What follows belongs to an exercise in optimizing a design on an open flow for small area and a short achievable clock period; a production flow would make more cautious choices. RTL that was checked went through simulation tests only; none was proved equivalent to the original. No activity file was given, so power comes from the tool's default toggle rates.

// ChipLevel
module ChipLevel (
   input  logic [15:0] data16_a, data16_b, data16_c, data16_d,
   input  logic [7:0] din_a, din_b,
   input  logic [1:0] sel,
   input  logic clk, cin, rst, start,
   input  logic s1, s2, op,
   output logic [15:0] mux_out, regout,
   output logic [31:0] m32_out,
   output logic cout1, cout2, comp_out1, comp_out2
);
export LEC_CHECK = 0
export CAP_MARGIN = 20
export CORE_MARGIN = 2
export CORE_UTILIZATION = 60
export SETUP_SLACK_MARGIN = 3.7
export SLEW_MARGIN = 20
create_clock -name core_clock -period 8.0 [get_ports {clk}]
standard.sh (not shown) runs the stock make flow with config.mk's settings and CLKGATE_MAP_FILE= SYNTH_SCRIPT=/design/flow/synth_recipe.tcl, a recipe that flattens the netlist after the stock synthesis.
==> flow/flow/run.sh <==
#!/bin/bash
# Layout flow: the standard one, except that synthesis keeps the design's FA
# modules as the library's full-adder cell (flow/synth_fa.tcl) and leaves the
# remaining logic to ABC without re-extracting adders from it.  The
# registers must come out exactly as in the standard synthesis (same names
# and cell types); if they do not, the standard synthesis is used instead.
set -uo pipefail
R=orfs/results/$FLOW_PLATFORM/ChipLevel/base

bash standard.sh synth > std_synth.log 2>&1 || exit 1
cp $R/1_2_yosys.v std_1_2_yosys.v

# 2. the synthesis with full-adder cells, in a work folder of its own
MK=$(sed -n 's/^make -C \S* \(.*\) "\${@:-finish}"$/\1/p' standard.sh | sed 's|WORK_HOME=\S*||; s|SYNTH_SCRIPT=\S*||')
read -ra MKARGS <<< "$MK"
make -C "$FLOW_HOME" "${MKARGS[@]}" WORK_HOME="$PWD/orfs_fa" SYNTH_SCRIPT="$PWD/flow/synth_fa.tcl" \
  "SYNTH_KEEP_MODULES=FA HA CellAOI21 CellOAI21 CellNAND2 CellNOR2 CellXOR2 CellXNOR2" "ADDER_MAP_FILE=" synth > fa_synth.log 2>&1
ok=$?
if [[ $ok -eq 0 ]] && python3 flow/same_regs.py std_1_2_yosys.v orfs_fa/results/$FLOW_PLATFORM/ChipLevel/base/1_2_yosys.v > regs_check.log 2>&1; then
  echo "using the full-adder synthesis" > synth_choice.log
  cp orfs_fa/results/$FLOW_PLATFORM/ChipLevel/base/1_2_yosys.v $R/1_2_yosys.v
  rm -f $R/1_synth.odb $R/1_synth.sdc
else
  echo "using the standard synthesis (fa synth exit $ok)" > synth_choice.log
fi

# 3. the rest of the standard flow, with the ORFS settings in flow/make_args.txt
EXTRA=()
if [[ -f flow/make_args.txt ]]; then
  while read -r line; do [[ -n "$line" && "$line" != \#* ]] && EXTRA+=("${line//@FLOW@/$PWD/flow}"); done < flow/make_args.txt
fi
bash standard.sh finish "${EXTRA[@]}" > std_finish.log 2>&1
Other scripts of this flow, unchanged in this note and not shown: flow/flow/make_args.txt, flow/flow/post_gpl.tcl, flow/flow/same_regs.py, flow/flow/synth_fa.tcl
Next try:
CORE_UTILIZATION = 70   (was 60)
SETUP_SLACK_MARGIN = 3.9   (was 3.7)
TNS_END_PERCENT = 0   (was not set)
After rerunning:
- The changed run finished clean
- synthesized cell count is unchanged
- global-route usage climbs by 3.8 points
- sequential cell count does not change
- cell area falls by 2.8%
- die area drops by 14%
- total power drops by 0.82%
- area after synthesis does not change
- hold slack stays flat
- combinational power goes down by about 4%
- sequential power barely changes
- utilization rises by 9.9 points
Next try:
CORE_UTILIZATION = 60   (was 70)
CTS_CLUSTER_SIZE = 50   (was not set)
SETUP_SLACK_MARGIN = 3.7   (was 3.9)
TNS_END_PERCENT = not set   (was 0)
Outcome: The changed run ran to the end with no violations; maximum frequency rose by 0.82%; synthesized cell count does not change; register-to-register slack gets better by 0.13 ns; hold slack hardly moves; wire length rose by 2.0%; total power rose by 0.83%; cell area rose by 2.9%; count of clock-buffer cells in the layout fell by 1; setup slack gets better by 0.036 ns; core utilization fell by 9.9 points; die area rose by 16%.
Next try:
CTS_CLUSTER_SIZE = not set   (was 50)
SETUP_SLACK_MARGIN = 3.5   (was 3.7)
Effect: Worst setup slack is worse by 0.14 ns. Wire length decreases by 2.6%. Fmax decreases by 3.1%. Final cell count decreases by 1.6%.

---

Setup of violet:
Another version of the RTL of ChipLevel (not shown whole).
Size in the first run: about 160 I/O pins, about 18000 sq um of cells after synthesis.
Design ChipLevel, start of the top module:
module ChipLevel (
   input  logic [15:0] data16_a, data16_b, data16_c, data16_d,
   input  logic [7:0] din_a, din_b,
   input  logic [1:0] sel,
   input  logic clk, cin, rst, start,
   input  logic s1, s2, op,
   output logic [15:0] mux_out, regout,
   output logic [31:0] m32_out,
   output logic cout1, cout2, comp_out1, comp_out2
);
clock: 8.0 ns
lec_check: 0
cap_margin: 20
core_margin: 2
core_utilization: 60
setup_slack_margin: 3.3
slew_margin: 20
==> flow/flow/run.sh <==
#!/bin/bash
# Layout flow: the standard one, except that synthesis keeps the design's FA
# modules as the library's full-adder cell (flow/synth_fa.tcl) and leaves the
# remaining logic to ABC without re-extracting adders from it.  The
# registers must come out exactly as in the standard synthesis (same names
# and cell types); if they do not, the standard synthesis is used instead.
set -uo pipefail
R=orfs/results/$FLOW_PLATFORM/ChipLevel/base

bash standard.sh synth > std_synth.log 2>&1 || exit 1
cp $R/1_2_yosys.v std_1_2_yosys.v

# 2. the synthesis with full-adder cells, in a work folder of its own
MK=$(sed -n 's/^make -C \S* \(.*\) "\${@:-finish}"$/\1/p' standard.sh | sed 's|WORK_HOME=\S*||; s|SYNTH_SCRIPT=\S*||')
read -ra MKARGS <<< "$MK"
make -C "$FLOW_HOME" "${MKARGS[@]}" WORK_HOME="$PWD/orfs_fa" SYNTH_SCRIPT="$PWD/flow/synth_fa.tcl" \
  "SYNTH_KEEP_MODULES=FA HA CellAO21 CellAND2 CellXOR2 CellNOR2" "ADDER_MAP_FILE=" synth > fa_synth.log 2>&1
ok=$?
if [[ $ok -eq 0 ]] && python3 flow/same_regs.py std_1_2_yosys.v orfs_fa/results/$FLOW_PLATFORM/ChipLevel/base/1_2_yosys.v > regs_check.log 2>&1; then
  echo "using the full-adder synthesis" > synth_choice.log
  cp orfs_fa/results/$FLOW_PLATFORM/ChipLevel/base/1_2_yosys.v $R/1_2_yosys.v
  rm -f $R/1_synth.odb $R/1_synth.sdc
else
  echo "using the standard synthesis (fa synth exit $ok)" > synth_choice.log
fi

# 3. the rest of the standard flow, with the ORFS settings in flow/make_args.txt
EXTRA=()
if [[ -f flow/make_args.txt ]]; then
  while read -r line; do [[ -n "$line" && "$line" != \#* ]] && EXTRA+=("$line"); done < flow/make_args.txt
fi
bash standard.sh finish "${EXTRA[@]}" > std_finish.log 2>&1
==> flow/flow/make_args.txt <==
BUFFER_PORTS_ARGS=-buffer_cell sky130_fd_sc_hd__buf_1
DONT_USE_CELLS=sky130_fd_sc_hd__probe_p_8 sky130_fd_sc_hd__probec_p_8 sky130_fd_sc_hd__lpflow_bleeder_1 sky130_fd_sc_hd__lpflow_clkbufkapwr_1 sky130_fd_sc_hd__lpflow_clkbufkapwr_16 sky130_fd_sc_hd__lpflow_clkbufkapwr_2 sky130_fd_sc_hd__lpflow_clkbufkapwr_4 sky130_fd_sc_hd__lpflow_clkbufkapwr_8 sky130_fd_sc_hd__lpflow_clkinvkapwr_1 sky130_fd_sc_hd__lpflow_clkinvkapwr_16 sky130_fd_sc_hd__lpflow_clkinvkapwr_2 sky130_fd_sc_hd__lpflow_clkinvkapwr_4 sky130_fd_sc_hd__lpflow_clkinvkapwr_8 sky130_fd_sc_hd__lpflow_decapkapwr_12 sky130_fd_sc_hd__lpflow_decapkapwr_3 sky130_fd_sc_hd__lpflow_decapkapwr_4 sky130_fd_sc_hd__lpflow_decapkapwr_6 sky130_fd_sc_hd__lpflow_decapkapwr_8 sky130_fd_sc_hd__lpflow_inputiso0n_1 sky130_fd_sc_hd__lpflow_inputiso0p_1 sky130_fd_sc_hd__lpflow_inputiso1n_1 sky130_fd_sc_hd__lpflow_inputiso1p_1 sky130_fd_sc_hd__lpflow_inputisolatch_1 sky130_fd_sc_hd__lpflow_isobufsrc_1 sky130_fd_sc_hd__lpflow_isobufsrc_16 sky130_fd_sc_hd__lpflow_isobufsrc_2 sky130_fd_sc_hd__lpflow_isobufsrc_4 sky130_fd_sc_hd__lpflow_isobufsrc_8 sky130_fd_sc_hd__lpflow_isobufsrckapwr_16 sky130_fd_sc_hd__lpflow_lsbuf_lh_hl_isowell_tap_1 sky130_fd_sc_hd__lpflow_lsbuf_lh_hl_isowell_tap_2 sky130_fd_sc_hd__lpflow_lsbuf_lh_hl_isowell_tap_4 sky130_fd_sc_hd__lpflow_lsbuf_lh_isowell_4 sky130_fd_sc_hd__lpflow_lsbuf_lh_isowell_tap_1 sky130_fd_sc_hd__lpflow_lsbuf_lh_isowell_tap_2 sky130_fd_sc_hd__lpflow_lsbuf_lh_isowell_tap_4  sky130_fd_sc_hd__clkdlybuf4s15_1 sky130_fd_sc_hd__clkdlybuf4s15_2 sky130_fd_sc_hd__clkdlybuf4s18_1 sky130_fd_sc_hd__clkdlybuf4s18_2 sky130_fd_sc_hd__clkdlybuf4s25_1 sky130_fd_sc_hd__clkdlybuf4s25_2 sky130_fd_sc_hd__clkdlybuf4s50_1 sky130_fd_sc_hd__clkdlybuf4s50_2
Other scripts of this flow, unchanged in this note and not shown: flow/flow/same_regs.py, flow/flow/synth_fa.tcl
> inputs changed (violet -> nickel)
-- flow/flow/run.sh --
<<< violet, line 28
EXTRA=()
if [[ -f flow/make_args.txt ]]; then
  while read -r line; do [[ -n "$line" && "$line" != \#* ]] && EXTRA+=("$line"); done < flow/make_args.txt
fi
bash standard.sh finish "${EXTRA[@]}" > std_finish.log 2>&1
>>> nickel, line 28
EXTRA=()
if [[ -f flow/make_args.txt ]]; then
  while read -r line; do [[ -n "$line" && "$line" != \#* ]] && EXTRA+=("${line//@FLOW@/$PWD/flow}"); done < flow/make_args.txt
fi
bash standard.sh finish "${EXTRA[@]}" > std_finish.log 2>&1
==> flow/flow/make_args.txt <==
BUFFER_PORTS_ARGS=-buffer_cell sky130_fd_sc_hd__buf_1
POST_GLOBAL_PLACE_TCL=@FLOW@/post_gpl.tcl
DONT_USE_CELLS=sky130_fd_sc_hd__probe_p_8 sky130_fd_sc_hd__probec_p_8 sky130_fd_sc_hd__lpflow_bleeder_1 sky130_fd_sc_hd__lpflow_clkbufkapwr_1 sky130_fd_sc_hd__lpflow_clkbufkapwr_16 sky130_fd_sc_hd__lpflow_clkbufkapwr_2 sky130_fd_sc_hd__lpflow_clkbufkapwr_4 sky130_fd_sc_hd__lpflow_clkbufkapwr_8 sky130_fd_sc_hd__lpflow_clkinvkapwr_1 sky130_fd_sc_hd__lpflow_clkinvkapwr_16 sky130_fd_sc_hd__lpflow_clkinvkapwr_2 sky130_fd_sc_hd__lpflow_clkinvkapwr_4 sky130_fd_sc_hd__lpflow_clkinvkapwr_8 sky130_fd_sc_hd__lpflow_decapkapwr_12 sky130_fd_sc_hd__lpflow_decapkapwr_3 sky130_fd_sc_hd__lpflow_decapkapwr_4 sky130_fd_sc_hd__lpflow_decapkapwr_6 sky130_fd_sc_hd__lpflow_decapkapwr_8 sky130_fd_sc_hd__lpflow_inputiso0n_1 sky130_fd_sc_hd__lpflow_inputiso0p_1 sky130_fd_sc_hd__lpflow_inputiso1n_1 sky130_fd_sc_hd__lpflow_inputiso1p_1 sky130_fd_sc_hd__lpflow_inputisolatch_1 sky130_fd_sc_hd__lpflow_isobufsrc_1 sky130_fd_sc_hd__lpflow_isobufsrc_16 sky130_fd_sc_hd__lpflow_isobufsrc_2 sky130_fd_sc_hd__lpflow_isobufsrc_4 sky130_fd_sc_hd__lpflow_isobufsrc_8 sky130_fd_sc_hd__lpflow_isobufsrckapwr_16 sky130_fd_sc_hd__lpflow_lsbuf_lh_hl_isowell_tap_1 sky130_fd_sc_hd__lpflow_lsbuf_lh_hl_isowell_tap_2 sky130_fd_sc_hd__lpflow_lsbuf_lh_hl_isowell_tap_4 sky130_fd_sc_hd__lpflow_lsbuf_lh_isowell_4 sky130_fd_sc_hd__lpflow_lsbuf_lh_isowell_tap_1 sky130_fd_sc_hd__lpflow_lsbuf_lh_isowell_tap_2 sky130_fd_sc_hd__lpflow_lsbuf_lh_isowell_tap_4  sky130_fd_sc_hd__clkdlybuf4s15_1 sky130_fd_sc_hd__clkdlybuf4s15_2 sky130_fd_sc_hd__clkdlybuf4s18_1 sky130_fd_sc_hd__clkdlybuf4s18_2 sky130_fd_sc_hd__clkdlybuf4s25_1 sky130_fd_sc_hd__clkdlybuf4s25_2 sky130_fd_sc_hd__clkdlybuf4s50_1 sky130_fd_sc_hd__clkdlybuf4s50_2
==> flow/flow/post_gpl.tcl (new file) <==
# The standard port buffering gives every port a buf_1 (BUFFER_PORTS_ARGS);
# input ports fan out to many cells, so their buffers become buf_4.
foreach inst [get_cells input*] {
  if {[get_property $inst ref_name] eq "sky130_fd_sc_hd__buf_1"} {
    replace_cell $inst sky130_fd_sc_hd__buf_4
  }
}
==> comparison <==
- Combinational group share of total power (higher): violet
- Average wire per cell in the routed design: nickel > violet
- The run showing the greater part of the power in the clock network is nickel.
For juniper, these inputs were changed with respect to nickel:
-- flow/flow/run.sh --
<<< nickel, line 28
EXTRA=()
if [[ -f flow/make_args.txt ]]; then
  while read -r line; do [[ -n "$line" && "$line" != \#* ]] && EXTRA+=("${line//@FLOW@/$PWD/flow}"); done < flow/make_args.txt
fi
bash standard.sh finish "${EXTRA[@]}" > std_finish.log 2>&1
>>> juniper, line 28
EXTRA=()
if [[ -f flow/make_args.txt ]]; then
  while read -r line; do [[ -n "$line" && "$line" != \#* ]] && EXTRA+=("$line"); done < flow/make_args.txt
fi
bash standard.sh finish "${EXTRA[@]}" > std_finish.log 2>&1
==> flow/flow/make_args.txt <==
BUFFER_PORTS_ARGS=-buffer_cell sky130_fd_sc_hd__buf_1
removed: flow/flow/post_gpl.tcl
==> comparison <==
Compare nickel and juniper | largest fanout of any net on the critical path higher: juniper. The total instance count after detailed placement was comparable across nickel and juniper. Between nickel and juniper, the flow reports total power draw decreasing slightly. Looking only at internal power contribution, and setting everything else aside, the higher value of nickel and juniper goes to nickel. Comparing nickel and juniper, the higher layout overhead on the synthesized area was measured on nickel. juniper ends up with a combinational share of power that is 0.9 points lower than in nickel.
No run of this note included a check of the RTL's function; only the layout flow was run.

-- separate check: timing with driven ports --
In the flow no input, the clock included, has a driving cell. The finished layouts below were timed again as built, in two steps. Step 1, drivers: a clkbuf_16 drives clk and a buf_2 each remaining input, both assumed. Step 2, shift: input delay + t, output delay - t, t = (earliest + latest rising clock arrival at the registers) / 2. This alone moves slack from input paths to output paths. Slacks: no drivers / after step 1 / after step 2; pairs: no drivers / after step 1.
| run | t (ns) | slack for setup (ns) | slew at the worst register clock pin (ns) | worst data-port slew with drivers (ns) | pins driven straight from the clock port |
|---|---|---|---|---|---|
| the first run of note 1 | 0.487 | 3.638 / 3.636 / 3.148 | 0.08 / 0.08 | 0.08 | 1 |
| the second run of note 1 | 0.485 | 3.603 / 3.592 / 3.107 | 0.08 / 0.08 | 0.07 | 1 |
| the third run of note 1 | 0.487 | 3.638 / 3.636 / 3.148 | 0.08 / 0.08 | 0.08 | 1 |
| the fourth run of note 1 | 0.486 | 3.497 / 3.487 / 3.000 | 0.09 / 0.09 | 0.06 | 1 |
| violet | 0.566 | 3.372 / 3.339 / 2.829 | 0.06 / 0.06 | 0.08 | 1 |
| nickel | 0.571 | 3.361 / 3.311 / 3.053 | 0.06 / 0.06 | 0.07 | 1 |
| juniper | 0.572 | 3.336 / 3.284 / 3.216 | 0.06 / 0.06 | 0.04 | 1 |
After both steps setup and hold are still met in every run listed. For violet, which loses most, drivers alone change the setup slack by -0.033 ns; drivers and shift together by -0.543 ns.
